This design comes from an exercise in tuning for small area, a short achievable clock period and few clock cycles per item on the open sky130 flow, not from production work. At most, simulation tests tie the RTL to the original design; equivalence was not proved. For runs 2 to 7, only the layout was checked, not whether the RTL still works.

## design/flow/flow/run.sh

```bash
#!/bin/bash
set -euo pipefail
bash standard.sh "BUFFER_PORTS_ARGS=-buffer_cell sky130_fd_sc_hd__buf_1" \
  "CTS_ARGS=-sink_clustering_enable -repair_clock_nets -dont_use_dummy_load" \
  SETUP_SLACK_MARGIN=6.0 SKIP_GATE_CLONING=1 finish > standard.log 2>&1
```

## design/flow/standard.sh

```bash
#!/bin/bash
# synth_recipe.tcl (not shown) runs the flow's synth.tcl, then flattens the netlist and writes it again
# the make line also repeats each setting of config.mk as NAME=value (left out here)
make -C /OpenROAD-flow-scripts/flow DESIGN_CONFIG=/design/flow/config.mk WORK_HOME=/design/flow/orfs CLKGATE_MAP_FILE= SYNTH_SCRIPT=/design/flow/synth_recipe.tcl "${@:-finish}"
```

## design/flow/config.mk

```make
export PLATFORM = sky130hd
export DESIGN_NAME = ysyx_divunit
export DESIGN_NICKNAME = ysyx_divunit
export VERILOG_FILES = /design/flow/design.v
export SDC_FILE = /design/flow/constraint.sdc
export NUM_CORES = 8
export LEC_CHECK = 0
export CAP_MARGIN = 20
export CORE_MARGIN = 2
export CORE_UTILIZATION = 60
export PLACE_DENSITY = 0.7
export SETUP_SLACK_MARGIN = 5
export SLEW_MARGIN = 20
```

## design/flow/constraint.sdc

```tcl
create_clock -name core_clock -period 10.0 [get_ports {clk}]
set_input_delay 2.0000 -clock core_clock [delete_from_list [all_inputs] [get_ports {clk}]]
set_output_delay 2.0000 -clock core_clock [all_outputs]
set_load 0.01 [all_outputs]
```

## design/flow/design.v

```verilog
module ysyx_divunit (
    input             clk,
    input             rstn,
    input             div_valid,
    input             div_word,
    input             div_sign,
    input             alu_sec,
    input      [63:0] dividend,
    input      [63:0] divisor,
    output            res_rdy,
    output     [63:0] div_res
);
localparam S_IDLE = 3'd0, S_SHIFT = 3'd1, S_ITER = 3'd2, S_NEG = 3'd3, S_DONE = 3'd4;
reg  [2:0]  state;
reg  [63:0] rem;      
reg  [63:0] dn;       
reg  [63:0] quo;      
reg  [5:0]  cnt;      
reg  [5:0]  pa_r, pb_r;   
reg         va_r, na_r;
reg         vb_r, nb_r, sec_r, w_r, cin_r, negq_r, negr_r, done_r;
reg         at_r, bt_r;   
reg  [2:0]  f1, f0;
wire [63:0] a64 = div_word ? {{32{div_sign & dividend[31]}}, dividend[31:0]} : dividend;
wire [63:0] b64 = div_word ? {{32{div_sign & divisor[31]}},  divisor[31:0]}  : divisor;
wire        na  = div_sign & a64[63];
wire        nb  = div_sign & b64[63];
wire [63:0] xa  = a64 ^ {64{na}};    
wire [63:0] xb  = b64 ^ {64{nb}};    
function [14:0] msb64(input [63:0] x);    
    reg [31:0] v1; reg [1*32-1:0] p1;
    reg [15:0] v2; reg [2*16-1:0] p2;
    reg [7:0]  v3; reg [3*8-1:0]  p3;
    reg [3:0]  v4; reg [4*4-1:0]  p4;
    reg [1:0]  v5; reg [5*2-1:0]  p5;
    integer i;
    begin
        for (i = 0; i < 32; i = i + 1) begin
            v1[i] = x[2*i+1] | x[2*i];
            p1[i] = x[2*i+1];
        end
        for (i = 0; i < 16; i = i + 1) begin
            v2[i] = v1[2*i+1] | v1[2*i];
            p2[2*i +: 2] = v1[2*i+1] ? {1'b1, p1[(2*i+1)*1 +: 1]} : {1'b0, p1[(2*i)*1 +: 1]};
        end
        for (i = 0; i < 8; i = i + 1) begin
            v3[i] = v2[2*i+1] | v2[2*i];
            p3[3*i +: 3] = v2[2*i+1] ? {1'b1, p2[(2*i+1)*2 +: 2]} : {1'b0, p2[(2*i)*2 +: 2]};
        end
        for (i = 0; i < 4; i = i + 1) begin
            v4[i] = v3[2*i+1] | v3[2*i];
            p4[4*i +: 4] = v3[2*i+1] ? {1'b1, p3[(2*i+1)*3 +: 3]} : {1'b0, p3[(2*i)*3 +: 3]};
        end
        for (i = 0; i < 2; i = i + 1) begin
            v5[i] = v4[2*i+1] | v4[2*i];
            p5[5*i +: 5] = v4[2*i+1] ? {1'b1, p4[(2*i+1)*4 +: 4]} : {1'b0, p4[(2*i)*4 +: 4]};
        end
        msb64 = {v3, v5[1] | v5[0], v5[1] ? {1'b1, p5[9:5]} : {1'b0, p5[4:0]}};
    end
endfunction
wire [14:0] ma = msb64(xa);
wire [14:0] mb = msb64(xb);
wire [7:0] ab = ma[14:7], bb = mb[14:7];
wire [7:0] ahi;    
genvar gj;
generate
    for (gj = 0; gj < 8; gj = gj + 1) begin : g_ahi
        assign ahi[gj] = |ab[7:gj];
    end
endgenerate
wire       k0e = na ? |(bb[7:1] & ~ahi[6:0]) : |(bb & ~ahi);
wire       bz   = (pb_r == 6'd0) & ~vb_r & ~nb_r;              
wire [6:0] dab  = {1'b0, pa_r} - {1'b0, pb_r};                
wire       k0   = bz | (va_r ? (dab[6] & (~na_r | ~(&dab))) : (~na_r | (pb_r != 6'd0)));
wire [5:0] sdif = va_r ? dab[5:0] + {5'd0, na_r} : 6'd0;
wire        fl = ~nb_r;
wire [5:0]  sh = sdif;
wire [63:0] y0 = quo;
wire [63:0] y1 = sh[0] ? {y0[62:0], {1{fl}}}  : y0;
wire [63:0] y2 = sh[1] ? {y1[61:0], {2{fl}}}  : y1;
wire [63:0] y3 = sh[2] ? {y2[59:0], {4{fl}}}  : y2;
wire [63:0] y4 = sh[3] ? {y3[55:0], {8{fl}}}  : y3;
wire [63:0] y5 = sh[4] ? {y4[47:0], {16{fl}}} : y4;
wire [63:0] y6 = sh[5] ? {y5[31:0], {32{fl}}} : y5;
wire        q;
wire [64:0] sum;
wire        bt = bt_r & ~((state == S_SHIFT) & k0);
add_pfx #(.N(65)) u_add (.a({at_r, rem}), .b({bt, dn}), .ci(cin_r), .s(sum), .co(q));
wire [63:0] t = sum[63:0];
wire        qb = q | (sum[64] & ~at_r);
wire last   = (cnt == 6'd0);
wire s_idle = (state == S_IDLE), s_iter = (state == S_ITER);
wire mvq    = s_iter & last & ~sec_r;                 
wire [63:0] alt = s_idle ? xa : (mvq ? {quo[62:0], qb} : rem);
reg  [2:0] nxt;
always @* begin
    nxt = state;
    case (state)
        S_IDLE:  if (div_valid) nxt = k0e ? S_DONE : S_SHIFT;
        S_SHIFT: nxt = k0 ? S_DONE : S_ITER;
        S_ITER:  if (last) nxt = (negq_r | negr_r) ? S_NEG : S_DONE;
        S_NEG:   nxt = S_DONE;
        default: nxt = S_IDLE;
    endcase
end
wire [5:0] cnt_nxt  = (state == S_SHIFT) ? sdif : cnt - 6'd1;
wire       mvq_nxt  = (nxt == S_ITER) & (cnt_nxt == 6'd0) & ~sec_r;
always @(posedge clk or negedge rstn) begin
    if (!rstn) begin
        state  <= S_IDLE;
        done_r <= 1'b0;
        at_r   <= 1'b0;
        bt_r   <= 1'b0;
    end else begin
        state  <= nxt;
        done_r <= (nxt == S_DONE);
        at_r   <= (nxt == S_SHIFT) | (nxt == S_NEG) | ((nxt == S_ITER) & ~mvq_nxt);
        bt_r   <= (nxt == S_SHIFT) | (nxt == S_NEG);
    end
end
always @(posedge clk) begin
    nb_r   <= nb;
    sec_r  <= alu_sec;
    w_r    <= div_word;
    negq_r <= ~alu_sec & (na ^ nb);
    negr_r <= alu_sec & na;
    na_r   <= na;
    va_r   <= ma[6];
    vb_r   <= mb[6];
    pa_r   <= ma[5:0];
    pb_r   <= mb[5:0];
    dn  <= s_idle ? 64'd0 :
           (state == S_SHIFT) ? (k0 ? {64{1'b1}} : y6) :
           (s_iter & ~last) ? {1'b1, dn[63:1]} : {64{1'b1}};
    quo <= s_idle ? ~xb : (state == S_SHIFT) ? 64'd0 : {quo[62:0], qb};
end
always @(posedge clk) begin
    rem <= q ? t : alt;
    cnt <= cnt_nxt;
    case (state)
        S_IDLE: begin
            cin_r  <= na;
            f1     <= alu_sec ? {~na & ~div_word, ~na, ~na} : 3'b000;
            f0     <= alu_sec ? {na & ~div_word, na, na} : 3'b000;
        end
        S_SHIFT: begin
            cin_r <= ~nb_r;
            if (!k0) begin
                f1 <= 3'b111;
                f0 <= 3'b000;
            end else if (sec_r) begin      
                f1 <= {~na_r & ~w_r, ~na_r, ~na_r};
                f0 <= {na_r & ~w_r, na_r, na_r};
            end else begin                 
                f1 <= {bz & ~na_r & ~w_r, bz & ~na_r, bz};
                f0 <= {bz & ~na_r & ~w_r, bz & ~na_r, bz};
            end
        end
        S_ITER: begin
            if (last) cin_r <= 1'b0;
        end
        S_NEG: begin
            f1 <= 3'b000;
            f0 <= {~w_r, 2'b11};
        end
        default: ;
    endcase
end
genvar gi;
generate
    for (gi = 0; gi < 64; gi = gi + 1) begin : g_out
        localparam integer G = (gi == 0) ? 0 : (gi < 32) ? 1 : 2;
        assign div_res[gi] = rem[gi] ? f1[G] : f0[G];
    end
endgenerate
assign res_rdy = done_r;
endmodule
module add_pfx #(parameter N = 64) (
    input  [N-1:0] a,
    input  [N-1:0] b,
    input          ci,
    output [N-1:0] s,
    output         co
);
localparam M = N + 1;    
reg [M-1:0] g, p;
integer d, i;
always @* begin
    g = {a & b, ci};
    p = {a ^ b, 1'b0};
    for (d = 1; d < M; d = d * 2)
        for (i = M-1; i >= 0; i = i - 1)
            if ((i / d) % 2 == 1) begin
                g[i] = g[i] | (p[i] & g[(i/d)*d - 1]);
                p[i] = p[i] & p[(i/d)*d - 1];
            end
end
assign s  = (a ^ b) ^ g[M-2:0];
assign co = g[M-1];
endmodule
```

==> impl_metrics.py, run 1 <==
metrics = {
    "drt": {
        "wl_per_cell_um": 24.9,
        "drtIter0Drc": 2201,
        "wl_um": 76500,
        "drc": 0,
        "viasPerCell": 6.78,
        "firstDrtPassIters": 6,
        "routed-via-count": 20900,
        "antenna_left": 0,
    },
    "floorplan": {
        "rows": 69,
        "die_x_um": 192,
        "core_area_sq_um": 35300,
        "start_util_pct": 60.4,
        "io_pins": 199,
        "die_y_um": 192,
        "die_area_sq_um": 37100,
    },
    "layout": {
        "layout_common_cells": "mux2i_1 (361), buf_1 (193), nand2_1 (175)",
        "num-nets-final": 2832,
        "areaGrowthSynthToFinish_pct": 13.2,
        "fin_util_pct": 68.4,
        "stdcell_count": 3076,
        "layout_commonest_cell": "mux2i_1",
        "layout-drive-gt1-share_pct": 13.7,
        "n_antenna_cell": 0,
        "fillers": 2900,
    },
    "synthesis": {
        "ys_warn_count": 2,
        "synth-main-ff-cell": "dfxtp_1",
        "synth_cell_types": 92,
        "syn_area_sq_um": 21300,
        "ys_async_sr_fraction_pct": 2.60,
        "ys_top_cells_by_area": "mux2i_1 (17%), dfxtp_1 (14%), edfxtp_1 (10%), xnor2_1 (6.5%), ha_1 (4.3%)",
        "syn_inst": 2473,
        "ys_ff_latch": 231,
        "avgSynthCellArea_sq_um": 8.62,
        "synth_edf_count": 71,
        "synth_top_area_cell": "mux2i_1",
        "syn_nets": 2688,
        "synth-seq-area-share_pct": 25.2,
        "synth_top_area_share_pct": 17.1,
    },
    "placement": {
        "dp_hpwl_um": 54100,
        "place_inst": 2974,
        "io_buffers": 198,
        "gp_congestion": 1.02,
    },
    "timing": {
        "slew_violations": 0,
        "hold_ws_ns": 0.497,
        "tns_ns": 0,
        "finalHoldViolations": 0,
        "finalSetupViolations": 0,
        "fmax_ghz": 0.248,
        "period_needed_ns": 4.03,
        "slew_headroom_pct": 20.1,
        "final.setup_skew_ns": 0.0161,
        "worstMarginPinSlew_ns": 1.20,
        "rsz0062_at_grt": "yes",
        "fin_crit_sh_pct": 40.3,
    },
    "clock_network": {
        "clock_latency_ns": 0.54,
        "cts.reportedPaths.clkPinSlew_ns": 0.06,
        "tritoncts": "built",
        "root_buffer": "clkbuf_16",
        "cts_max_path_buffers": 3,
        "cts_buffers": 27,
        "clock_sink_count": 231,
        "htreeDepth": 1,
    },
    "status": {
        "outcome": "complete, no violations",
    },
    "global_routing": {
        "grt_max_degree": 111,
        "grt-ovfl-total": 0,
        "grt_pass1_wl_um": 112000,
        "grt_usage_pct": 39.6,
        "antenna_found_initial": 1,
        "grt_pass1_vias": 18900,
    },
    "critical_path": {
        "crit_arrival_ns": 4.48,
        "critPathLaunchType": "input port",
        "required_ns": 10.45,
        "end_kind": "flop",
        "worst-path-max-fanout": 8,
        "crit_type": "in2reg",
    },
    "run": {
        "max_cap_viol_count": 0,
    },
    "min_path": {
        "hold_class": "reg2reg",
    },
}
==> cells by family (layout without fill, tap and decap cells) <==
logic type | after synthesis | in the layout | synth area share, %
xor+xnor | 181 | 181 | 7.50
flops | 231 | 231 | 25.2
mux | 457 | 457 | 22.3
simple gates | 609 | 609 | 13.8
buf+inv | 255 | 397 | 4.98
fa+ha+maj | 81 | 81 | 5.04
compound gates | 659 | 659 | 21.3
==> cell usage after synthesis, types with 8 or more instances <==
cell type / n
xnor2_1: 158
or2_2: 10
dfxtp_1: 154
nand3_1: 48
a31oi_1: 34
clkbuf_1: 107
a22oi_1: 29
o21ai_0: 180
edfxtp_1: 71
xor2_1: 22
inv_1: 78
and2_1: 11
a21o_1: 27
nor4_1: 16
buf_2: 39
nand2b_1: 26
mux2i_1: 365
o211ai_1: 16
fa_1: 8
nor2b_1: 19
or4_1: 14
ha_1: 73
o221a_2: 61
o22ai_1: 11
or3_1: 22
nand2_1: 183
o21bai_1: 8
a21oi_1: 144
o31ai_1: 15
nor3_1: 36
nor2_1: 155
and3_1: 19
a2111oi_0: 8
buf_1: 21
a211oi_1: 18
mux2_2: 80
nand4_1: 27
o21a_1: 8
==> worst paths after layout <==
| check | startpoint | slack [ns] | to | cells past startpoint |
|---|---|---|---|---|
| setup / recovery | div_sign | 5.97 | state[2] | 13 |
| hold / removal | quo[61] | 0.50 | quo[62] | 2 |
| setup reg to reg | pa_r[0] | 6.04 | dn[50] | 12 |
| hold reg to reg | quo[61] | 0.50 | quo[62] | 2 |
| max in group asynchronous | rstn | 8.41 | state[1] | 1 |
| min in group asynchronous | rstn | 1.33 | done_r | 1 |
==> timing repair <==
action | CTS | global route
buffers inserted | 56 | 19
hold buffers | 0 | 0
endpoints found under the setup margin | 279 | 199
gates resized for setup | 60 | 58
pin swaps | 20 | 25
==> routing by layer <==
metal	part of all wire [%]	up-vias	GRT usage, %
met3	10	241	7.51
met1	43	9882	56.1
met5	0.010	-	0
met4	4.5	2	14.3
met2	42	1205	59.6
li1	-	9533	-
==> layout make-up <==
class | count | area [sq um] | share of cell area [%]
clock buffers | 27 | 676 | 2.80
inverters | 80 | 304 | 1.26
multi-input cells | 1987 | 15300 | 63.5
flip-flops and latches | 231 | 5370 | 22.2
well taps | 461 | 577 | 2.39
repair buffers | 290 | 1880 | 7.78
==> flip-flops by register name, summed over array words and instances, names as in the netlist <==
register	count
at_r	1
bt_r	1
cin_r	1
cnt	6
dn	64
done_r	1
f0	3
f1	3
na_r	1
nb_r	1
negq_r	1
negr_r	1
pa_r	6
pb_r	6
quo	64
rem	64
sec_r	1
state	3
va_r	1
vb_r	1
w_r	1
==> worst max-delay path, stage by stage <==
cell and delay, ns:
buf_6 0.10, buf_12 0.14, buf_16 0.13, a211oi_4 0.27, nor2_2 0.08, a2111oi_4 0.42, a31oi_4 0.17, nor4_4 0.27
buf_4 0.19, a21oi_4 0.06, a22oi_2 0.19, nand4_1 0.19, a221oi_2 0.27
==> metrics by stage <==
stage / setup WS, ns / area (sq um)
2_1_floorplan: 5.78 / 21400
3_3_place_gp: 4.56 / 22100
5_1_grt: 5.86 / 24100
3_5_place_dp: 4.48 / 22100
6_report: 5.97 / 24100
4_1_cts: 5.88 / 23700
Testbench counts, summed over its fixed seeds: cycles 36,922, divs 3,200.
==> run 2, diff against run 1 <==
--- a/design/flow/design.v
+++ b/design/flow/design.v
@@ -61,9 +61,13 @@
 wire [14:0] ma = msb64(xa);
 wire [14:0] mb = msb64(xb);
-wire [7:0] ab = ma[14:7], bb = mb[14:7];
+wire [7:0] ab, bb;
 wire [7:0] ahi;    
 genvar gj;
 generate
     for (gj = 0; gj < 8; gj = gj + 1) begin : g_ahi
+        wire [7:0] ay = dividend[8*gj +: 8], by = divisor[8*gj +: 8];
+        wire       hz = (gj >= 4) & div_word;
+        assign ab[gj]  = ~hz & (na ? ~&ay : |ay);
+        assign bb[gj]  = ~hz & (nb ? ~&by : |by);
         assign ahi[gj] = |ab[7:gj];
     end
==> design/flow/flow/run.sh (replaced) <==
#!/bin/bash
set -euo pipefail
bash standard.sh "BUFFER_PORTS_ARGS=-buffer_cell sky130_fd_sc_hd__buf_1" \
  "CTS_ARGS=-sink_clustering_enable -repair_clock_nets -dont_use_dummy_load" \
  SETUP_SLACK_MARGIN=6.0 finish > standard.log 2>&1
==> run 2 against run 1 <==
Net effect: still clean; first-iteration DRC count is 26% higher; clock skew rose by 0.026 ns; die area hardly changed; setup slack got worse by 0.18 ns; global-route usage up 1.9 points; critical path depth is 8 higher; cell area grew 6.2%; synthesized area barely moved; utilization increased by 4.3 points; largest cell class unchanged.
==> impl_metrics.py, run 2 <==
metrics = {
    "status": {
        "outcome": "complete, no violations",
    },
    "layout": {
        "fin_util_pct": 72.6,
        "num-nets-final": 2939,
        "fillers": 2722,
        "fin_area_sq_um": 25600,
        "areaGrowthSynthToFinish_pct": 20.3,
        "layout_common_cells": "mux2i_1 (307), nand2_1 (202), nor2_1 (195)",
        "layout_commonest_cell": "mux2i_1",
        "layout-drive-gt1-share_pct": 18.0,
        "stdcell_count": 3186,
        "top_regs": "dn x64, quo x64, rem x64",
    },
    "clock_network": {
        "clock_sink_count": 231,
        "cts_max_path_buffers": 3,
        "tritoncts": "built",
        "root_buffer": "clkbuf_16",
        "htreeDepth": 1,
        "clock_latency_ns": 0.56,
        "cts.reportedPaths.clkPinSlew_ns": 0.06,
        "cts_buffers": 28,
    },
    "critical_path": {
        "required_ns": 10.37,
        "r2r_start": "pa_r[0]",
        "max_stage_delay_ns": 0.51,
        "setup.worst_path.start": "pa_r[0]",
        "cp-endpoint": "rem[36]",
        "worst-path-max-fanout": 8,
        "crit_cells": 21,
        "end_kind": "flop",
        "critPathLaunchType": "flop",
        "r2r_slack_ns": 5.79,
        "timing.critical_path.buf_inv": 5,
        "r2r_end": "rem[36]",
        "r2r_cells": 21,
        "slowest_stage": "or4_4",
        "crit_arrival_ns": 4.58,
        "path_delay_family": "simple AND/OR/NAND/NOR gates",
        "crit_type": "reg2reg",
        "crit_path_cell_trace": "inv_1 -> ha_2 -> inv_2 -> fa_2 -> a21o_1 -> a21oi_4 -> xnor2_2 -> or4_4 -> o21ai_2 -> a21oi_2 -> nor2_2 -> nor2_2 -> nor2b_1 -> ha_2 -> nor2_4 -> nor2_4 -> o31a_4 -> clkinvlp_4 -> buf_12 -> buf_12 -> o31ai_2",
    },
    "floorplan": {
        "rows": 69,
        "start_util_pct": 60.4,
        "die_y_um": 193,
        "die_x_um": 193,
        "io_pins": 199,
        "die_area_sq_um": 37100,
        "core_area_sq_um": 35300,
    },
    "global_routing": {
        "grt_pass1_wl_um": 117000,
        "grt_max_degree": 102,
        "antenna_found_initial": 5,
        "grt_usage_pct": 41.4,
        "grt-ovfl-total": 0,
        "grt_pass1_vias": 19800,
    },
    "timing": {
        "fin_crit_sh_pct": 42.1,
        "final.setup_skew_ns": 0.0421,
        "rsz0062_at_grt": "yes",
        "finalSetupViolations": 0,
        "finalHoldViolations": 0,
        "tns_ns": 0,
        "fmax_ghz": 0.237,
        "period_needed_ns": 4.21,
        "slew_violations": 0,
        "worstMarginPinSlew_ns": 1.07,
        "slew_headroom_pct": 28.8,
    },
    "drt": {
        "drtIter0Drc": 2766,
        "antenna_left": 0,
        "drc": 0,
        "top_layer": "met5",
        "wl_met1_um": 32300,
        "wl_per_cell_um": 26.2,
        "dr_wl_met3_um": 9230,
        "routed-via-count": 22100,
        "wl_um": 83400,
        "firstDrtPassIters": 6,
        "wl_met2_um": 37300,
        "viasPerCell": 6.93,
    },
    "synthesis": {
        "yosysMostFrequentCell": "mux2i_1",
        "synth-seq-area-share_pct": 25.2,
        "ys_async_sr_fraction_pct": 2.60,
        "syn_nets": 2777,
        "syn_area_sq_um": 21300,
        "ys_ff_latch": 231,
        "ys_top_cells_by_area": "mux2i_1 (15%), dfxtp_1 (14%), edfxtp_1 (10%), xnor2_1 (5.8%), mux2_2 (4.5%)",
        "synth_top_area_share_pct": 14.9,
        "syn_inst": 2562,
        "ys_warn_count": 2,
        "synth_edf_count": 71,
        "synth-main-ff-cell": "dfxtp_1",
        "synth_common_cells": "mux2i_1 (318), nand2_1 (213), nor2_1 (205)",
        "synth_top_area_cell": "mux2i_1",
        "avgSynthCellArea_sq_um": 8.32,
        "synth_cell_types": 76,
    },
    "run": {
        "max_cap_viol_count": 0,
    },
    "placement": {
        "place_inst": 3033,
        "gp_congestion": 0.994,
        "dp_hpwl_um": 55600,
        "io_buffers": 198,
        "place_area_sq_um": 22100,
    },
    "min_path": {
        "hold_class": "reg2reg",
    },
}
-- run 2: kinds of logic after synthesis --
kind of cell / synth area share [%]
AND/OR/NAND/NOR: 15.3
AO/OA/AOI/OAI: 22.3
multiplexers: 19.9
flip-flops: 25.2
XOR/XNOR: 6.80
adder cells (fa/ha/maj): 5.03
buffers and inverters: 5.46
-- run 2: worst reg2reg max path, stage by stage (launching register included) --
cell        delay, ns
dfxtp_1          0.30
inv_1            0.05
ha_2             0.18
inv_2            0.04
fa_2             0.34
a21o_1           0.21
a21oi_4          0.20
xnor2_2          0.09
or4_4            0.51
o21ai_2          0.15
a21oi_2          0.09
nor2_2           0.19
nor2_2           0.07
nor2b_1          0.13
ha_2             0.26
nor2_4           0.06
nor2_4           0.18
o31a_4           0.26
clkinvlp_4       0.17
buf_12           0.19
buf_12           0.17
o31ai_2          0.20
-- run 2: per-stage QoR --
step | setup slack [ns] | hold slack (ns)
finish | 5.79 | 0.481
global route | 5.65 | 0.504
CTS | 5.93 | 0.476
detailed placement | 4.21 | 0.470
global placement | 4.28 | 0.467
floorplan | 5.92 | 0.439
-- run 2: what timing repair did --
item | in CTS | in global routing
cloned | 16 | 16
hold buffers | 0 | 0
setup buffers | 61 | 29
pin swaps | 29 | 49
gates resized for setup | 141 | 147
setup endpoints to repair | 274 | 194
-- run 2: worst min path at each step --
stage          startpoint      end  slack [ns]  depth (start not counted)
4_1_cts           quo[55]  quo[56]        0.48                          2
3_3_place_gp      quo[50]  quo[51]        0.47                          2
5_1_grt           quo[55]  quo[56]        0.50                          2
3_5_place_dp      quo[55]  quo[56]        0.47                          2
6_report          quo[55]  quo[56]        0.48                          2
2_1_floorplan     quo[41]  quo[42]        0.44                          2
-- run 2: area by class of cell --
cell class              instances  area (sq um)  area share (%)
multi-input cells            2062         16400            63.9
flip-flops and latches        231          5370            20.9
repair buffers                316          2230            8.68
clock buffers                  28           701            2.73
well taps                     461           577            2.25
inverters                      83           363            1.41
repair inverters                2          27.5           0.107
diodes                          3          7.51          0.0293
-- run 2: metal layers --
metal	vias up	track usage, %
met4	6	17.4
met1	10400	54.9
met5	-	0
met3	312	8.29
li1	9933	-
met2	1450	65.8
==> run 3, diff against run 2 <==
--- a/design/flow/design.v
+++ b/design/flow/design.v
@@ -28,5 +28,5 @@
 wire [63:0] xa  = a64 ^ {64{na}};    
 wire [63:0] xb  = b64 ^ {64{nb}};    
-function [14:0] msb64(input [63:0] x);    
+function [10:0] msb64(input [63:0] x);    
     reg [31:0] v1; reg [1*32-1:0] p1;
     reg [15:0] v2; reg [2*16-1:0] p2;
@@ -56,22 +56,12 @@
             p5[5*i +: 5] = v4[2*i+1] ? {1'b1, p4[(2*i+1)*4 +: 4]} : {1'b0, p4[(2*i)*4 +: 4]};
         end
-        msb64 = {v3, v5[1] | v5[0], v5[1] ? {1'b1, p5[9:5]} : {1'b0, p5[4:0]}};
+        msb64 = {v4, v5[1] | v5[0], v5[1] ? {1'b1, p5[9:5]} : {1'b0, p5[4:0]}};
     end
 endfunction
-wire [14:0] ma = msb64(xa);
-wire [14:0] mb = msb64(xb);
-wire [7:0] ab, bb;
-wire [7:0] ahi;    
-genvar gj;
-generate
-    for (gj = 0; gj < 8; gj = gj + 1) begin : g_ahi
-        wire [7:0] ay = dividend[8*gj +: 8], by = divisor[8*gj +: 8];
-        wire       hz = (gj >= 4) & div_word;
-        assign ab[gj]  = ~hz & (na ? ~&ay : |ay);
-        assign bb[gj]  = ~hz & (nb ? ~&by : |by);
-        assign ahi[gj] = |ab[7:gj];
-    end
-endgenerate
-wire       k0e = na ? |(bb[7:1] & ~ahi[6:0]) : |(bb & ~ahi);
+wire [10:0] ma = msb64(xa);
+wire [10:0] mb = msb64(xb);
+wire [3:0] ag = ma[10:7], bg = mb[10:7];
+wire [3:0] ahi = {ag[3], |ag[3:2], |ag[3:1], |ag};    
+wire       k0e = na ? |(bg[3:1] & ~ahi[2:0]) : |(bg & ~ahi);
 wire       bz   = (pb_r == 6'd0) & ~vb_r & ~nb_r;              
 wire [6:0] dab  = {1'b0, pa_r} - {1'b0, pb_r};                
==> run 3 against run 2 <==
Net effect: setup slack better by 0.19 ns; synthesized cell count is 3.0% lower; register-to-register slack better by 0.29 ns; critical path type is now in2reg; critical endpoint is now pa_r[1].
==> impl_metrics.py, run 3 <==
metrics = {
    "clock_network": {
        "root_buffer": "clkbuf_16",
        "cts_hold_buffers": 0,
        "clock_sink_count": 231,
        "cts_buffers": 26,
        "cts_max_path_buffers": 3,
        "clock_latency_ns": 0.54,
        "tritoncts": "built",
        "htreeDepth": 1,
        "cts.reportedPaths.clkPinSlew_ns": 0.06,
    },
    "synthesis": {
        "synth-seq-area-share_pct": 25.5,
        "syn_nets": 2700,
        "ys_top_cells_by_area": "dfxtp_1 (15%), mux2i_1 (13%), edfxtp_1 (10%), xnor2_1 (6.3%), mux2_2 (6.2%)",
        "syn_area_sq_um": 21000,
        "yosysMostFrequentCell": "mux2i_1",
        "synth_edf_count": 71,
        "synth_cell_types": 88,
        "syn_inst": 2485,
        "synth_top_area_cell": "dfxtp_1",
        "synth_common_cells": "mux2i_1 (282), nand2_1 (243), o21ai_0 (205)",
        "ys_async_sr_fraction_pct": 2.60,
        "avgSynthCellArea_sq_um": 8.46,
        "synth-main-ff-cell": "dfxtp_1",
        "ys_warn_count": 2,
        "synth_top_area_share_pct": 14.7,
        "ys_ff_latch": 231,
    },
    "global_routing": {
        "antenna_found_initial": 1,
        "grt_usage_pct": 39.6,
        "grt_pass1_vias": 18600,
        "grt-ovfl-total": 0,
        "grt_pass1_wl_um": 111000,
        "grt_max_degree": 112,
    },
    "floorplan": {
        "die_y_um": 191,
        "die_area_sq_um": 36500,
        "rows": 68,
        "io_pins": 199,
        "start_util_pct": 60.8,
        "die_x_um": 191,
        "core_area_sq_um": 34500,
    },
    "timing": {
        "finalHoldViolations": 0,
        "tns_ns": 0,
        "rsz0062_at_grt": "yes",
        "fin_crit_sh_pct": 40.2,
        "finalSetupViolations": 0,
        "fmax_ghz": 0.249,
        "slew_violations": 0,
        "final.setup_skew_ns": 0.0369,
        "period_needed_ns": 4.02,
        "worstMarginPinSlew_ns": 1.18,
        "slew_headroom_pct": 20.9,
    },
    "layout": {
        "top_regs": "dn x64, quo x64, rem x64",
        "num-nets-final": 2826,
        "layout_common_cells": "mux2i_1 (278), nand2_1 (236), o21ai_0 (199)",
        "fillers": 2856,
        "areaGrowthSynthToFinish_pct": 13.2,
        "layout_commonest_cell": "mux2i_1",
        "stdcell_count": 3065,
        "layout-drive-gt1-share_pct": 14.3,
    },
    "min_path": {
        "hold_class": "reg2reg",
    },
    "drt": {
        "wl_um": 75500,
        "routed-via-count": 20500,
        "antenna_left": 0,
        "viasPerCell": 6.67,
        "drc": 0,
        "drtIter0Drc": 2513,
        "wl_per_cell_um": 24.6,
        "firstDrtPassIters": 6,
    },
    "placement": {
        "place_inst": 2982,
        "dp_hpwl_um": 53500,
        "io_buffers": 198,
        "gp_congestion": 1.02,
    },
    "critical_path": {
        "crit_path_cell_trace": "clkbuf_16 -> clkinvlp_4 -> buf_4 -> buf_4 -> o21ai_0 -> o22ai_2 -> and4bb_4 -> buf_4 -> o221ai_2 -> a41oi_2 -> or3_4",
        "slowest_stage": "or3_4",
        "cpMostUsedCell": "buf_4",
        "worst-path-max-fanout": 43,
        "required_ns": 10.39,
        "max_stage_delay_ns": 0.45,
        "end_kind": "flop",
        "crit_arrival_ns": 4.41,
        "crit_type": "in2reg",
        "critPathLaunchType": "input port",
    },
    "status": {
        "outcome": "complete, no violations",
    },
    "run": {
        "max_cap_viol_count": 0,
    },
}
## run 3: routing by layer
layer | up-vias | part of all wire, % | track usage [%]
met5 | - | 0 | 0
met4 | 0 | 4.9 | 15.2
met3 | 201 | 9.5 | 5.78
met2 | 1120 | 44 | 61.1
met1 | 9715 | 42 | 55.8
li1 | 9417 | - | -
## run 3: worst paths after layout
kind / startpoint / endpoint / cells after the start / slack, ns
min in group asynchronous: rstn / state[1] / 1 / 1.35
max reg2reg: pa_r[0] / dn[48] / 13 / 6.08
max: div_sign / pa_r[1] / 11 / 5.98
min reg2reg: quo[59] / quo[60] / 2 / 0.48
max in group asynchronous: rstn / done_r / 1 / 8.38
min: quo[59] / quo[60] / 2 / 0.48
## run 3: area by class of cell
type,count,area (sq um),area share (%)
flip-flops and latches,231,5370,22.6
well taps,455,569,2.39
multi-input cells,2014,15200,64.0
repair buffers,267,1690,7.09
diodes,1,2.50,0.0105
inverters,70,277,1.16
repair inverters,1,5.00,0.0210
clock buffers,26,651,2.74
## run 3: metrics by stage
stage / area, sq um / util [%] / worst slack [ns] / hold WS [ns]
after floorplan: 21100 / - / 5.83 / 0.440
after global placement: 21800 / 63.2 / 4.63 / 0.467
after detailed placement: 21800 / 63.2 / 4.52 / 0.473
after CTS: 23300 / 67.4 / 5.99 / 0.480
after global routing: 23800 / 68.8 / 5.88 / 0.501
final: 23800 / 68.8 / 5.98 / 0.481
## run 3: repair_timing
item                       4_1_cts  5_1_grt
buffers inserted                24       15
gates resized for setup         83       48
pin swaps                       15       22
gates cloned                    12        5
setup endpoints to repair      269      235
## run 3: cell families after synthesis
| family | after synthesis | share of synthesized area (%) |
|---|---|---|
| AOI/OAI and AO/OA | 667 | 20.0 |
| xor gates and xnor gates | 189 | 8.09 |
| adders and majority gates | 81 | 5.11 |
| buffers and inverters | 247 | 4.87 |
| DFF | 231 | 25.5 |
| muxes | 418 | 21.8 |
| and+or+nand+nor | 652 | 14.6 |
## run 3: critical path, delay by kind of cell
family,cells,cell delay (ns)
AO/OA/AOI/OAI,4,0.82
buffers and inverters,5,0.84
AND/OR/NAND/NOR,2,0.73
==> run 4, diff against run 3 <==
--- a/design/flow/design.v
+++ b/design/flow/design.v
@@ -20,4 +20,5 @@
 reg         va_r, na_r;
 reg         vb_r, nb_r, sec_r, w_r, cin_r, negq_r, negr_r, done_r;
+reg         k0e_r;        
 reg         at_r, bt_r;   
 reg  [2:0]  f1, f0;
@@ -91,6 +92,6 @@
     nxt = state;
     case (state)
-        S_IDLE:  if (div_valid) nxt = k0e ? S_DONE : S_SHIFT;
-        S_SHIFT: nxt = k0 ? S_DONE : S_ITER;
+        S_IDLE:  if (div_valid) nxt = S_SHIFT;
+        S_SHIFT: nxt = k0e_r ? S_IDLE : k0 ? S_DONE : S_ITER;
         S_ITER:  if (last) nxt = (negq_r | negr_r) ? S_NEG : S_DONE;
         S_NEG:   nxt = S_DONE;
@@ -114,4 +115,5 @@
 end
 always @(posedge clk) begin
+    k0e_r  <= k0e;
     nb_r   <= nb;
     sec_r  <= alu_sec;
@@ -168,5 +170,5 @@
     end
 endgenerate
-assign res_rdy = done_r;
+assign res_rdy = done_r | ((state == S_SHIFT) & k0e_r);
 endmodule
 module add_pfx #(parameter N = 64) (
==> run 4 against run 3 <==
Net effect: synthesized area up 1.1%; critical path depth increased by 8; first-iteration DRC count is 0.72% higher; hold slack about the same; still clean on timing, DRC and antenna; highest routed layer is now met5.
==> impl_metrics.py, run 4 <==
metrics = {
    "status": {
        "outcome": "complete, no violations",
    },
    "clock_network": {
        "tritoncts": "built",
        "cts.reportedPaths.clkPinSlew_ns": 0.06,
        "cts_buffers": 27,
        "root_buffer": "clkbuf_16",
        "cts_max_path_buffers": 3,
        "cts_hold_buffers": 0,
        "htreeDepth": 1,
        "clock_sink_count": 232,
        "clock_latency_ns": 0.55,
    },
    "global_routing": {
        "grt_usage_pct": 39.6,
        "grt_pass1_vias": 19100,
        "grt_pass1_wl_um": 113000,
        "antenna_found_initial": 2,
        "grt-ovfl-total": 0,
        "grt_max_degree": 100,
    },
    "synthesis": {
        "synth-main-ff-cell": "dfxtp_1",
        "synth_top_area_cell": "dfxtp_1",
        "synthXorXnorAreaFrac_pct": 7.42,
        "avgSynthCellArea_sq_um": 8.42,
        "synthMuxAreaShare_pct": 21.9,
        "ys_async_sr_fraction_pct": 2.59,
        "synth_edf_count": 71,
        "synth_compound_area_share_pct": 20.5,
        "synth-simple-area-share_pct": 14.7,
        "synth_cell_types": 94,
        "syn_inst": 2523,
        "ys_ff_latch": 232,
        "syn_nets": 2738,
        "synth-seq-area-share_pct": 25.4,
        "yosysMostFrequentCell": "mux2i_1",
        "syn_area_sq_um": 21200,
        "synth_top_family_by_area": "multiplexers",
        "synth_common_cells": "mux2i_1 (293), nand2_1 (236), o21ai_0 (210)",
        "ys_warn_count": 2,
        "ys_top_cells_by_area": "dfxtp_1 (15%), mux2i_1 (14%), edfxtp_1 (10%), mux2_2 (6.2%), xnor2_1 (6.1%)",
        "synth_fa_ha_area_share_pct": 5.05,
        "synth_top_area_share_pct": 14.6,
    },
    "floorplan": {
        "die_y_um": 192,
        "rows": 68,
        "die_x_um": 192,
        "io_pins": 199,
        "die_area_sq_um": 36900,
        "core_area_sq_um": 34700,
        "start_util_pct": 61.2,
    },
    "critical_path": {
        "worst-path-max-fanout": 8,
        "timing.critical_path.buf_inv": 5,
        "path_delay_family": "compound AO/OA/AOI/OAI gates",
        "critPathLaunchType": "flop",
        "required_ns": 10.25,
        "crit_type": "reg2reg",
        "crit_arrival_ns": 4.37,
        "max_stage_delay_ns": 0.39,
        "crit_path_cell_trace": "inv_1 -> ha_2 -> inv_2 -> fa_2 -> a21o_1 -> a21oi_2 -> xnor2_2 -> and3_4 -> a31oi_4 -> or3_4 -> a21boi_4 -> ha_4 -> a21o_4 -> a21o_4 -> o31ai_4 -> buf_6 -> buf_12 -> buf_4 -> nand2_8",
        "slowest_stage": "fa_2",
        "end_kind": "flop",
        "cpMostUsedCell": "a21o_4",
    },
    "run": {
        "max_cap_viol_count": 0,
    },
    "layout": {
        "areaGrowthSynthToFinish_pct": 15.6,
        "layout_common_cells": "mux2i_1 (290), nand2_1 (228), o21ai_0 (206)",
        "num-nets-final": 2893,
        "layout_commonest_cell": "mux2i_1",
        "n_antenna_cell": 0,
        "fin_area_sq_um": 24500,
        "layout-drive-gt1-share_pct": 15.4,
        "top_regs": "dn x64, quo x64, rem x64",
    },
    "timing": {
        "tns_ns": 0,
        "period_needed_ns": 4.12,
        "worstMarginPinSlew_ns": 1.03,
        "fin_crit_sh_pct": 41.2,
        "fmax_ghz": 0.243,
        "final.setup_skew_ns": 0.0236,
        "finalSetupViolations": 0,
        "finalHoldViolations": 0,
        "rsz0062_at_grt": "yes",
        "slew_headroom_pct": 31.2,
        "slew_violations": 0,
    },
    "drt": {
        "viasPerCell": 6.80,
        "antenna_left": 0,
        "wl_per_cell_um": 25.3,
        "firstDrtPassIters": 8,
        "drtIter0Drc": 2531,
        "wl_um": 79200,
        "routed-via-count": 21300,
        "drc": 0,
    },
    "placement": {
        "gp_congestion": 0.995,
        "dp_hpwl_um": 54500,
        "io_buffers": 198,
        "place_area_sq_um": 22100,
    },
    "min_path": {
        "hold_class": "reg2reg",
    },
}
==> run 4: path summary, 6_finish.rpt <==
check | start | end | slack (ns) | cells past startpoint
max | pa_r[0] | rem[6] | 5.88 | 19
min reg2reg | quo[50] | quo[51] | 0.48 | 2
min | quo[50] | quo[51] | 0.48 | 2
max reg2reg | pa_r[0] | rem[6] | 5.88 | 19
min in group asynchronous | rstn | done_r | 1.37 | 1
max in group asynchronous | rstn | at_r | 8.32 | 1
==> run 4: final cells by class <==
cell class,count,area [sq um]
Clock buffer,27,676
Fill cell,2806,10200
Inverter,85,355
Multi-Input combinational cell,2045,15700
Sequential cell,232,5390
Tap cell,455,569
Timing Repair Buffer,286,1870
Timing Repair inverter,1,8.76
==> run 4: cells by family (layout without fill, tap and decap cells) <==
logic type               after synthesis  count (layout)
XOR/XNOR                             175             175
buffers and inverters                259             399
multiplexers                         430             430
flip-flops                           232             232
AO/OA/AOI/OAI                        686             686
adder cells (fa/ha/maj)               81              81
AND/OR/NAND/NOR                      660             673
==> run 4: worst min-delay path: stages, from the launching register on <==
cell     delay (ns)
dfxtp_1        0.33
nand2_1        0.07
nand2_1        0.04
==> run 4: per-layer routing <==
metal / wire length (um) / up-vias / GRT usage [%]
li1: - / 9609 / -
met1: 32700 / 10100 / 55.7
met2: 34200 / 1316 / 60.8
met3: 8010 / 256 / 5.81
met4: 4240 / 4 / 15.6
met5: 25 / - / 0
==> run 4: repair_timing <==
item,CTS,global route
gates resized for setup,62,95
setup buffers,34,24
gates cloned,15,11
setup endpoints to repair,265,224
pin swaps,16,28
endpoints found under the hold margin,0,0
==> run 4: stage by stage <==
step / setup WS, ns / hold WS (ns) / utilization, % / instances
CTS: 5.86 / 0.477 / 68.1 / 3096
global placement: 4.11 / 0.464 / 63.6 / 3019
finish: 5.88 / 0.481 / 70.7 / 3131
floorplan: 5.83 / 0.443 / - / 2523
detailed placement: 4.01 / 0.467 / 63.6 / 3020
global route: 5.81 / 0.504 / 70.7 / 3131
==> run 5, diff against run 4 <==
--- a/design/flow/design.v
+++ b/design/flow/design.v
@@ -29,5 +29,5 @@
 wire [63:0] xa  = a64 ^ {64{na}};    
 wire [63:0] xb  = b64 ^ {64{nb}};    
-function [10:0] msb64(input [63:0] x);    
+function [14:0] msb64(input [63:0] x);    
     reg [31:0] v1; reg [1*32-1:0] p1;
     reg [15:0] v2; reg [2*16-1:0] p2;
@@ -57,12 +57,18 @@
             p5[5*i +: 5] = v4[2*i+1] ? {1'b1, p4[(2*i+1)*4 +: 4]} : {1'b0, p4[(2*i)*4 +: 4]};
         end
-        msb64 = {v4, v5[1] | v5[0], v5[1] ? {1'b1, p5[9:5]} : {1'b0, p5[4:0]}};
+        msb64 = {v3, v5[1] | v5[0], v5[1] ? {1'b1, p5[9:5]} : {1'b0, p5[4:0]}};
     end
 endfunction
-wire [10:0] ma = msb64(xa);
-wire [10:0] mb = msb64(xb);
-wire [3:0] ag = ma[10:7], bg = mb[10:7];
-wire [3:0] ahi = {ag[3], |ag[3:2], |ag[3:1], |ag};    
-wire       k0e = na ? |(bg[3:1] & ~ahi[2:0]) : |(bg & ~ahi);
+wire [14:0] ma = msb64(xa);
+wire [14:0] mb = msb64(xb);
+wire [7:0] ab = ma[14:7], bb = mb[14:7];
+wire [7:0] ahi;    
+genvar gj;
+generate
+    for (gj = 0; gj < 8; gj = gj + 1) begin : g_ahi
+        assign ahi[gj] = |ab[7:gj];
+    end
+endgenerate
+wire       k0e = na ? |(bb[7:1] & ~ahi[6:0]) : |(bb & ~ahi);
 wire       bz   = (pb_r == 6'd0) & ~vb_r & ~nb_r;              
 wire [6:0] dab  = {1'b0, pa_r} - {1'b0, pb_r};                
==> run 5 against run 4 <==
Net effect: register-to-register slack worse by 0.09 ns; still clean; critical path depth is 2 higher; highest routed layer is now met4.
==> impl_metrics.py, run 5 <==
metrics = {
    "status": {
        "outcome": "complete, no violations",
    },
    "min_path": {
        "hold_depth": 2,
        "hold_end": "quo[61]",
        "hold_class": "reg2reg",
        "holdCritStartpoint": "quo[60]",
    },
    "timing": {
        "finalHoldViolations": 0,
        "slew_headroom_pct": 27.4,
        "tns_ns": 0,
        "fmax_ghz": 0.237,
        "worstMarginPinSlew_ns": 1.09,
        "slew_violations": 0,
        "period_needed_ns": 4.21,
        "rsz0062_at_grt": "yes",
        "final.setup_skew_ns": 0.0485,
        "finalSetupViolations": 0,
        "fin_ws_ns": 5.79,
        "fin_crit_sh_pct": 42.1,
    },
    "clock_network": {
        "clock_latency_ns": 0.57,
        "clock_sink_count": 232,
        "htreeDepth": 1,
        "tritoncts": "built",
        "root_buffer": "clkbuf_16",
        "cts_buffers": 28,
        "cts_max_path_buffers": 3,
        "cts.reportedPaths.clkPinSlew_ns": 0.06,
    },
    "placement": {
        "dp_hpwl_um": 51700,
        "place_ws_ns": 3.50,
        "io_buffers": 198,
        "place_area_sq_um": 21400,
        "gp_congestion": 1.02,
    },
    "critical_path": {
        "r2r_end": "rem[24]",
        "slowest_stage": "dfxtp_2",
        "timing.critical_path.buf_inv": 6,
        "worst-path-max-fanout": 7,
        "r2r_start": "pb_r[0]",
        "crit_type": "reg2reg",
        "r2r_slack_ns": 5.79,
        "r2r_cells": 21,
        "crit_arrival_ns": 4.49,
        "critPathLaunchType": "flop",
        "path_delay_family": "compound AO/OA/AOI/OAI gates",
        "max_stage_delay_ns": 0.36,
        "crit_path_cell_trace": "ha_4 -> inv_2 -> fa_2 -> a21o_1 -> a21oi_4 -> xnor2_2 -> nand3_1 -> o31ai_2 -> nand2_1 -> a21oi_4 -> buf_12 -> o31a_1 -> ha_4 -> buf_6 -> a211oi_4 -> o31ai_4 -> buf_12 -> buf_8 -> buf_16 -> a211oi_4 -> a21oi_2",
        "end_kind": "flop",
        "required_ns": 10.28,
    },
    "global_routing": {
        "grt_pass1_vias": 19700,
        "grt_pass1_wl_um": 117000,
        "grt-ovfl-total": 0,
        "grt_usage_pct": 42.1,
        "antenna_found_initial": 0,
        "grt_max_degree": 98,
    },
    "layout": {
        "fin_area_sq_um": 25200,
        "layout_commonest_cell": "mux2i_1",
        "areaGrowthSynthToFinish_pct": 22.9,
        "layout_common_cells": "mux2i_1 (243), nand2_1 (227), buf_1 (195)",
        "layout-drive-gt1-share_pct": 19.8,
        "top_regs": "dn x64, quo x64, rem x64",
        "num-nets-final": 2907,
    },
    "floorplan": {
        "start_util_pct": 61.0,
        "rows": 67,
        "core_area_sq_um": 33600,
        "die_x_um": 189,
        "io_pins": 199,
        "die_area_sq_um": 35700,
        "die_y_um": 189,
    },
    "synthesis": {
        "synth-main-ff-cell": "dfxtp_1",
        "syn_inst": 2493,
        "synth_edf_count": 71,
        "ys_top_cells_by_area": "dfxtp_1 (15%), mux2i_1 (12%), edfxtp_1 (10%), xnor2_1 (6.1%), mux2_2 (5.8%)",
        "syn_nets": 2708,
        "synth_common_cells": "nand2_1 (246), mux2i_1 (244), o21ai_0 (203)",
        "synth_cell_types": 88,
        "ys_async_sr_fraction_pct": 2.59,
        "ys_ff_latch": 232,
        "syn_area_sq_um": 20500,
        "synth_top_area_share_pct": 15.1,
        "synth-seq-area-share_pct": 26.2,
        "yosysMostFrequentCell": "nand2_1",
        "ys_warn_count": 2,
        "avgSynthCellArea_sq_um": 8.23,
        "synth_top_area_cell": "dfxtp_1",
    },
    "drt": {
        "wl_per_cell_um": 25.4,
        "viasPerCell": 6.83,
        "firstDrtPassIters": 7,
        "routed-via-count": 21500,
        "antenna_left": 0,
        "drtIter0Drc": 2802,
        "drc": 0,
        "wl_um": 79600,
    },
    "run": {
        "max_cap_viol_count": 0,
    },
}
==> run 5: stage by stage <==
step | hold slack [ns] | utilization, % | std cells
final | 0.491 | 75.0 | 3139
after floorplan | 0.442 | - | 2493
after detailed placement | 0.475 | 63.7 | 2980
after global placement | 0.466 | 63.7 | 2980
after CTS | 0.485 | 72.1 | 3102
after global routing | 0.515 | 75.0 | 3138
==> run 5: cell type report <==
cell class | instances | area (sq um)
clock buffers | 28 | 701
well taps | 448 | 561
multi-input cells | 2017 | 15600
inverters | 75 | 318
fillers | 2561 | 8390
repair inverters | 2 | 23.8
repair buffers | 336 | 2650
flip-flops and latches | 232 | 5390
diodes | 1 | 2.50
==> run 5: cells by family after synthesis <==
logic type / count (synthesis) / synth area share [%]
DFF: 232 / 26.2
AOI/OAI and AO/OA: 705 / 22.0
and+or+nand+nor: 693 / 15.7
adders and majority gates: 81 / 5.23
buffers and inverters: 254 / 5.04
muxes: 356 / 18.4
xor gates and xnor gates: 172 / 7.34
==> run 5: repair_timing <==
action                     CTS  global route
hold endpoints to repair     0             0
gates resized for setup    171           141
pin swaps                   40            46
buffers inserted            65            29
setup endpoints to repair  253           204
gates cloned                29             7
hold buffers                 0             0
==> run 5: per-layer routing <==
layer / global-route usage (%) / routed length, um
met1: 57.6 / 31800
met2: 64.9 / 34600
met3: 6.90 / 8440
met4: 19.9 / 4830
met5: 0 / 0
==> run 5: worst max path at each step <==
stage | from | end | slack, ns | cells after the start
after global placement | div_word | pa_r[2] | 3.52 | 14
final | pb_r[0] | rem[24] | 5.79 | 21
after CTS | div_word | pa_r[2] | 5.80 | 15
after global routing | pb_r[1] | rem[41] | 5.67 | 21
after detailed placement | div_word | pa_r[2] | 3.50 | 14
after floorplan | dividend[63] | pa_r[1] | 5.76 | 13
==> run 5: worst reg2reg max path: stages (launching register included) <==
cell,delay [ns]
dfxtp_2,0.36
ha_4,0.14
inv_2,0.03
fa_2,0.33
a21o_1,0.19
a21oi_4,0.17
xnor2_2,0.14
nand3_1,0.12
o31ai_2,0.20
nand2_1,0.12
a21oi_4,0.25
buf_12,0.12
o31a_1,0.17
ha_4,0.24
buf_6,0.13
a211oi_4,0.26
o31ai_4,0.15
buf_12,0.16
buf_8,0.12
buf_16,0.15
a211oi_4,0.30
a21oi_2,0.06
==> run 6, diff against run 5 <==
--- a/design/flow/design.v
+++ b/design/flow/design.v
@@ -72,7 +72,14 @@
 wire       k0e = na ? |(bb[7:1] & ~ahi[6:0]) : |(bb & ~ahi);
 wire       bz   = (pb_r == 6'd0) & ~vb_r & ~nb_r;              
-wire [6:0] dab  = {1'b0, pa_r} - {1'b0, pb_r};                
-wire       k0   = bz | (va_r ? (dab[6] & (~na_r | ~(&dab))) : (~na_r | (pb_r != 6'd0)));
-wire [5:0] sdif = va_r ? dab[5:0] + {5'd0, na_r} : 6'd0;
+wire [6:0] dx   = {1'b0, pa_r};
+wire [6:0] dy   = ~{1'b0, pb_r};
+wire [6:0] dz   = {6'd0, na_r};
+wire [6:0] ds   = dx ^ dy ^ dz;
+wire [6:0] dc   = (dx & dy) | (dx & dz) | (dy & dz);
+wire [6:0] d7;
+wire       d7_co;
+add_pfx #(.N(7)) u_d (.a(ds), .b({dc[5:0], 1'b0}), .ci(1'b1), .s(d7), .co(d7_co));
+wire       k0   = bz | (va_r ? d7[6] : (~na_r | (pb_r != 6'd0)));
+wire [5:0] sdif = va_r ? d7[5:0] : 6'd0;
 wire        fl = ~nb_r;
 wire [5:0]  sh = sdif;
==> run 6 against run 5 <==
Net effect: the layout now fails its checks (max-capacitance violations, max-slew violations); die area up 0.17%; synthesized cell count up 2.1%; hold slack improved by 0.0059 ns; clock-buffer cell count decreased by 1; synthesized area grew 0.18%; largest cell class unchanged.
==> impl_metrics.py, run 6 <==
metrics = {
    "status": {
        "outcome": "finished with violations",
        "so_faults": "max-capacitance violations, max-slew violations",
    },
    "synthesis": {
        "ys_async_sr_fraction_pct": 2.59,
        "syn_area_sq_um": 20600,
        "synth_edf_count": 71,
        "ys_warn_count": 3,
        "ys_ff_latch": 232,
        "avgSynthCellArea_sq_um": 8.08,
        "ys_top_cells_by_area": "dfxtp_1 (15%), mux2i_1 (11%), edfxtp_1 (10%), xnor2_1 (6.3%), a21oi_1 (5.3%)",
        "syn_inst": 2545,
        "synth_top_area_share_pct": 15.1,
        "yosysMostFrequentCell": "nand2_1",
        "syn_nets": 2764,
        "synth-seq-area-share_pct": 26.2,
        "synth_cell_types": 77,
        "synth_common_cells": "nand2_1 (262), mux2i_1 (230), a21oi_1 (217)",
        "synth_top_area_cell": "dfxtp_1",
        "synth-main-ff-cell": "dfxtp_1",
    },
    "floorplan": {
        "die_y_um": 189,
        "start_util_pct": 61.2,
        "die_area_sq_um": 35800,
        "rows": 67,
        "core_area_sq_um": 33600,
        "io_pins": 199,
        "die_x_um": 189,
    },
    "timing": {
        "period_needed_ns": 4.15,
        "tns_ns": 0,
        "worstMarginPinSlew_ns": 1.95,
        "slew_violations": 5,
        "fmax_ghz": 0.241,
        "final.setup_skew_ns": 0.0644,
        "slew_headroom_pct": -31.2,
        "fin_crit_sh_pct": 41.5,
        "rsz0062_at_grt": "yes",
        "finalSetupViolations": 0,
        "finalHoldViolations": 0,
    },
    "drt": {
        "wl_per_cell_um": 25.7,
        "firstDrtPassIters": 6,
        "antenna_left": 0,
        "routed-via-count": 22100,
        "drc": 0,
        "top_layer": "met4",
        "dr_wl_met3_um": 9230,
        "drtIter0Drc": 3214,
        "wl_met2_um": 35200,
        "viasPerCell": 6.94,
        "wl_met1_um": 31200,
        "wl_um": 81600,
    },
    "clock_network": {
        "root_buffer": "clkbuf_16",
        "clock_latency_ns": 0.58,
        "htreeDepth": 1,
        "cts_buffers": 27,
        "clock_sink_count": 232,
        "tritoncts": "built",
        "cts.reportedPaths.clkPinSlew_ns": 0.05,
        "cts_max_path_buffers": 3,
    },
    "critical_path": {
        "end_kind": "flop",
        "r2r_end": "rem[25]",
        "crit_type": "reg2reg",
        "r2r_cells": 5,
        "r2r_start": "state[1]",
        "required_ns": 10.27,
        "r2r_slack_ns": 5.85,
        "crit_arrival_ns": 4.43,
        "critPathLaunchType": "flop",
        "worst-path-max-fanout": 89,
    },
    "layout": {
        "num-nets-final": 2953,
        "layout-drive-gt1-share_pct": 18.5,
        "top_regs": "dn x64, quo x64, rem x64",
        "multiInputGateArea_sq_um": 15500,
        "fillers": 2540,
        "areaGrowthSynthToFinish_pct": 21.8,
        "seq_area_sq_um": 5390,
        "fin_area_sq_um": 25000,
        "layout_common_cells": "nand2_1 (254), mux2i_1 (212), nor2_1 (203)",
        "layout_commonest_cell": "nand2_1",
    },
    "min_path": {
        "hold_end": "quo[59]",
        "hold_class": "reg2reg",
        "hold_depth": 2,
        "holdCritStartpoint": "quo[58]",
    },
    "global_routing": {
        "grt_pass1_wl_um": 116000,
        "grt_usage_pct": 41.9,
        "grt-ovfl-total": 0,
        "grt_max_degree": 90,
        "grt_pass1_vias": 20000,
        "antenna_found_initial": 0,
    },
    "run": {
        "max_cap_viol_count": 1,
    },
    "placement": {
        "io_buffers": 198,
        "place_area_sq_um": 21400,
        "gp_congestion": 1.05,
        "dp_hpwl_um": 53600,
    },
}
run 6: area by class of cell:
type                    instances  area share (%)
multi-input cells            2069            61.8
flip-flops and latches        232            21.5
repair buffers                334            10.5
clock buffers                  27            2.70
well taps                     448            2.24
inverters                      67            1.15
repair inverters                3           0.110
diodes                          1         0.00999
run 6: repair_timing:
item | CTS | global route
hold buffers | 0 | 0
setup endpoints to repair | 274 | 198
hold endpoints to repair | 0 | 0
buffers inserted | 38 | 44
cloned | 20 | 15
gates resized for setup | 166 | 135
pin swaps | 35 | 39
run 6: worst max path at each step:
stage | start | endpoint | slack (ns) | cells past startpoint
2_1_floorplan | div_word | pb_r[1] | 6.00 | 10
3_3_place_gp | div_word | pb_r[1] | 4.05 | 11
3_5_place_dp | div_word | pb_r[1] | 3.99 | 11
4_1_cts | na_r | rem[62] | 5.91 | 21
5_1_grt | cin_r | rem[52] | 5.81 | 15
6_report | state[1] | rem[25] | 5.85 | 5
run 6: layer usage:
layer / GRT usage (%) / up-vias
met5: 0 / -
met4: 21.6 / 0
met3: 5.95 / 363
met2: 64.9 / 1546
met1: 57.0 / 10400
li1: - / 9746
run 6: cell families (layout without fill, tap and decap cells):
logic type / Yosys count / in the layout / synth area share (%)
compound gates: 748 / 751 / 23.8
xor+xnor: 180 / 180 / 7.67
fa+ha+maj: 85 / 85 / 5.54
buf+inv: 250 / 431 / 4.93
flops: 232 / 232 / 26.2
mux: 301 / 301 / 15.1
other cells: 0 / 1 / 0
simple gates: 749 / 752 / 16.7
run 6: metrics by stage:
stage	std cells	setup slack [ns]	hold slack (ns)	utilization, %
5_1_grt	3180	5.81	0.530	74.5
4_1_cts	3121	5.91	0.476	70.8
3_5_place_dp	3036	3.99	0.469	63.8
2_1_floorplan	2545	6.00	0.440	-
6_report	3181	5.85	0.497	74.5
3_3_place_gp	3036	4.05	0.459	63.8
run 6: critical path: stages (launching register included):
cell and delay [ns]:
dfrtp_1 0.76, or3_4 0.83, buf_4 0.60, buf_6 0.64, o21ai_0 0.53, o21a_1 0.32
==> run 7, diff against run 6 <==
--- a/design/flow/design.v
+++ b/design/flow/design.v
@@ -20,5 +20,4 @@
 reg         va_r, na_r;
 reg         vb_r, nb_r, sec_r, w_r, cin_r, negq_r, negr_r, done_r;
-reg         k0e_r;        
 reg         at_r, bt_r;   
 reg  [2:0]  f1, f0;
@@ -105,6 +104,6 @@
     nxt = state;
     case (state)
-        S_IDLE:  if (div_valid) nxt = S_SHIFT;
-        S_SHIFT: nxt = k0e_r ? S_IDLE : k0 ? S_DONE : S_ITER;
+        S_IDLE:  if (div_valid) nxt = k0e ? S_DONE : S_SHIFT;
+        S_SHIFT: nxt = k0 ? S_DONE : S_ITER;
         S_ITER:  if (last) nxt = (negq_r | negr_r) ? S_NEG : S_DONE;
         S_NEG:   nxt = S_DONE;
@@ -128,5 +127,4 @@
 end
 always @(posedge clk) begin
-    k0e_r  <= k0e;
     nb_r   <= nb;
     sec_r  <= alu_sec;
@@ -183,5 +181,5 @@
     end
 endgenerate
-assign res_rdy = done_r | ((state == S_SHIFT) & k0e_r);
+assign res_rdy = done_r;
 endmodule
 module add_pfx #(parameter N = 64) (
==> run 7 against run 6 <==
Net effect: critical endpoint is now rem[52]; synthesized area rose by 1.6%; cell count rose by 1.7%; now clean on timing, DRC and antenna; fmax rose by 1.1%; sequential cell count fell by 1; wire length rose by 0.69%.
==> impl_metrics.py, run 7 <==
metrics = {
    "min_path": {
        "hold_end": "quo[62]",
        "hold_depth": 2,
        "holdCritStartpoint": "quo[61]",
        "hold_class": "reg2reg",
    },
    "critical_path": {
        "critPathLaunchType": "flop",
        "worst-path-max-fanout": 8,
        "r2r_start": "pb_r[0]",
        "end_kind": "flop",
        "r2r_end": "rem[52]",
        "crit_arrival_ns": 4.35,
        "slowest_stage": "fa_2",
        "required_ns": 10.24,
        "r2r_slack_ns": 5.89,
        "crit_path_cell_trace": "fa_2 -> inv_2 -> ha_4 -> nor2b_4 -> o21a_1 -> o21a_1 -> o41a_1 -> xor2_2 -> a31oi_4 -> a21boi_2 -> ha_1 -> nand2_2 -> nor2_4 -> o31ai_4 -> buf_12 -> and2_4 -> buf_12 -> buf_16 -> nand2_8",
        "crit_type": "reg2reg",
        "r2r_cells": 19,
        "max_stage_delay_ns": 0.39,
    },
    "synthesis": {
        "synth_common_cells": "nand2_1 (311), mux2i_1 (274), o21ai_0 (214)",
        "synth-seq-area-share_pct": 25.7,
        "synth-main-ff-cell": "dfxtp_1",
        "synth_top_area_cell": "dfxtp_1",
        "synth_edf_count": 71,
        "ys_warn_count": 3,
        "synth_cell_types": 85,
        "ys_ff_latch": 231,
        "syn_nets": 2832,
        "synth_top_area_share_pct": 14.8,
        "syn_area_sq_um": 20900,
        "yosysMostFrequentCell": "nand2_1",
        "ys_top_cells_by_area": "dfxtp_1 (15%), mux2i_1 (13%), edfxtp_1 (10%), xnor2_1 (5.9%), nand2_1 (5.6%)",
        "syn_inst": 2613,
        "ys_async_sr_fraction_pct": 2.60,
        "avgSynthCellArea_sq_um": 7.99,
    },
    "floorplan": {
        "die_x_um": 191,
        "rows": 68,
        "start_util_pct": 60.7,
        "core_area_sq_um": 34400,
        "die_y_um": 191,
        "io_pins": 199,
        "die_area_sq_um": 36300,
    },
    "layout": {
        "layout_common_cells": "nand2_1 (299), mux2i_1 (262), o21ai_0 (190)",
        "layout_commonest_cell": "nand2_1",
        "n_antenna_cell": 0,
        "top_regs": "dn x64, quo x64, rem x64",
        "areaGrowthSynthToFinish_pct": 19.5,
        "fillers": 2693,
        "stdcell_count": 3236,
        "layout-drive-gt1-share_pct": 15.9,
        "num-nets-final": 3002,
    },
    "placement": {
        "place_inst": 3095,
        "gp_congestion": 1.03,
        "place_ws_ns": 4.39,
        "io_buffers": 198,
        "dp_hpwl_um": 54400,
    },
    "clock_network": {
        "htreeDepth": 1,
        "tritoncts": "built",
        "clock_latency_ns": 0.56,
        "clock_sink_count": 231,
        "cts.reportedPaths.clkPinSlew_ns": 0.06,
        "cts_max_path_buffers": 3,
        "cts_hold_buffers": 0,
        "root_buffer": "clkbuf_16",
        "cts_buffers": 27,
    },
    "drt": {
        "antenna_left": 0,
        "firstDrtPassIters": 8,
        "drtIter0Drc": 2663,
        "wl_per_cell_um": 25.4,
        "routed-via-count": 22200,
        "wl_um": 82200,
        "viasPerCell": 6.85,
        "drc": 0,
    },
    "timing": {
        "fin_crit_sh_pct": 41.1,
        "finalSetupViolations": 0,
        "finalHoldViolations": 0,
        "hold_ws_ns": 0.468,
        "tns_ns": 0,
        "final.setup_skew_ns": 0.0251,
        "fmax_ghz": 0.243,
        "period_needed_ns": 4.11,
        "fin_ws_ns": 5.89,
        "slew_violations": 0,
        "slew_headroom_pct": 28.3,
        "rsz0062_at_grt": "yes",
        "worstMarginPinSlew_ns": 1.07,
    },
    "status": {
        "outcome": "complete, no violations",
    },
    "global_routing": {
        "grt-ovfl-total": 0,
        "grt_pass1_wl_um": 118000,
        "grt_max_degree": 120,
        "grt_pass1_vias": 20000,
        "antenna_found_initial": 0,
        "grt_usage_pct": 42.2,
    },
    "run": {
        "max_cap_viol_count": 0,
    },
}
-- run 7: cell types whose count changed in the layout (fill, tap and decap cells not counted), sizes merged, moves of 10 or more --
| cell | change |
|---|---|
| a21oi | -25 |
| a22o | +10 |
| a211oi | -42 |
| a221oi | -18 |
| mux2i | +44 |
| nor2 | -41 |
| inv | +10 |
| o21bai | -10 |
| buf | -24 |
| nand2 | +56 |
| o21ai | +32 |
| o221a | -20 |
| nand3 | +49 |
| a21o | -10 |
-- run 7: critical path, delay by kind of cell (launching register included) --
family	cells	cell delay (ns)
buf+inv	4	0.54
simple gates	5	0.67
xor+xnor	1	0.17
flops	1	0.33
compound gates	6	1.13
fa+ha+maj	3	0.96
-- run 7: final cells by class --
class | count | area [sq um] | area share (%)
repair buffers | 320 | 2470 | 9.88
clock buffers | 27 | 676 | 2.71
flip-flops and latches | 231 | 5370 | 21.5
well taps | 455 | 569 | 2.28
multi-input cells | 2124 | 15500 | 62.3
inverters | 79 | 339 | 1.36
-- run 7: per-stage QoR --
stage	utilization (%)	area (sq um)
finish	72.6	25000
global route	72.6	25000
CTS	69.3	23800
detailed placement	63.4	21800
global placement	63.4	21800
floorplan	-	21100
-- run 7: what timing repair did --
item                       in CTS  in global routing
cloned                         22                 10
pin swaps                      22                 29
resized for setup             103                160
setup endpoints to repair     274                228
setup buffers                  46                 36
hold endpoints to repair        0                  0
-- run 7: worst max path at each step --
stage	from	to
after floorplan	div_word	done_r
after global placement	div_word	bt_r
after detailed placement	div_word	bt_r
after CTS	pb_r[0]	rem[33]
after global routing	rem[0]	rem[0]
final	pb_r[0]	rem[52]
-- run 7: kinds of logic (layout without fill, tap and decap cells) --
family	after synthesis	count (layout)	share of synthesized area (%)
compound gates	726	726	22.5
xor+xnor	164	164	6.88
fa+ha+maj	85	85	5.45
buf+inv	272	426	5.03
flops	231	231	25.7
mux	348	349	17.2
simple gates	787	800	17.2
-- run 7: per-layer routing --
metal  vias up  part of all wire (%)  global-route usage [%]
met4         0                   6.1                    18.9
met2      1509                    44                    65.7
met3       320                    11                    7.51
li1       9943                     -                       -
met1     10400                    39                    57.2
met5         -                     0                       0

## port drivers added, routing unchanged
The results above use ideal ports. As a check the final layouts listed here were re-extracted and re-timed, cells and wires unchanged.
Step 1, drivers: a clkbuf_16 drives clk and a buf_2 each remaining input, both assumed.
Step 2 times the ports against the registers' clock, not the clock port: input delays grow and output delays shrink by t, the midpoint of the rising clock arrivals with the driver on.
Three values: ideal, step 1, step 2; two values: the first two.
run | t (ns) | setup slack, ns | worst setup path after step 2 | worst register clock-pin slew, ns | worst slew at a driven data input, ns
run 1 | 0.593 | 5.965 / 5.991 / 5.398 | input to register | 0.06 / 0.06 | 0.06
run 2 | 0.602 | 5.785 / 5.785 / 5.412 | input to register | 0.06 / 0.06 | 0.08
run 3 | 0.583 | 5.979 / 5.961 / 5.402 | input to register | 0.06 / 0.06 | 0.07
run 4 | 0.600 | 5.877 / 5.877 / 5.431 | input to register | 0.07 / 0.07 | 0.06
run 5 | 0.602 | 5.786 / 5.786 / 5.200 | input to register | 0.06 / 0.06 | 0.06
run 6 | 0.601 | 5.846 / 5.831 / 5.443 | input to register | 0.06 / 0.06 | 0.06
run 7 | 0.605 | 5.890 / 5.890 / 5.422 | input to register | 0.06 / 0.06 | 0.06
The setup slack of run 5, which loses most, moves by 0.000 ns with the drivers and by -0.586 ns with both steps.
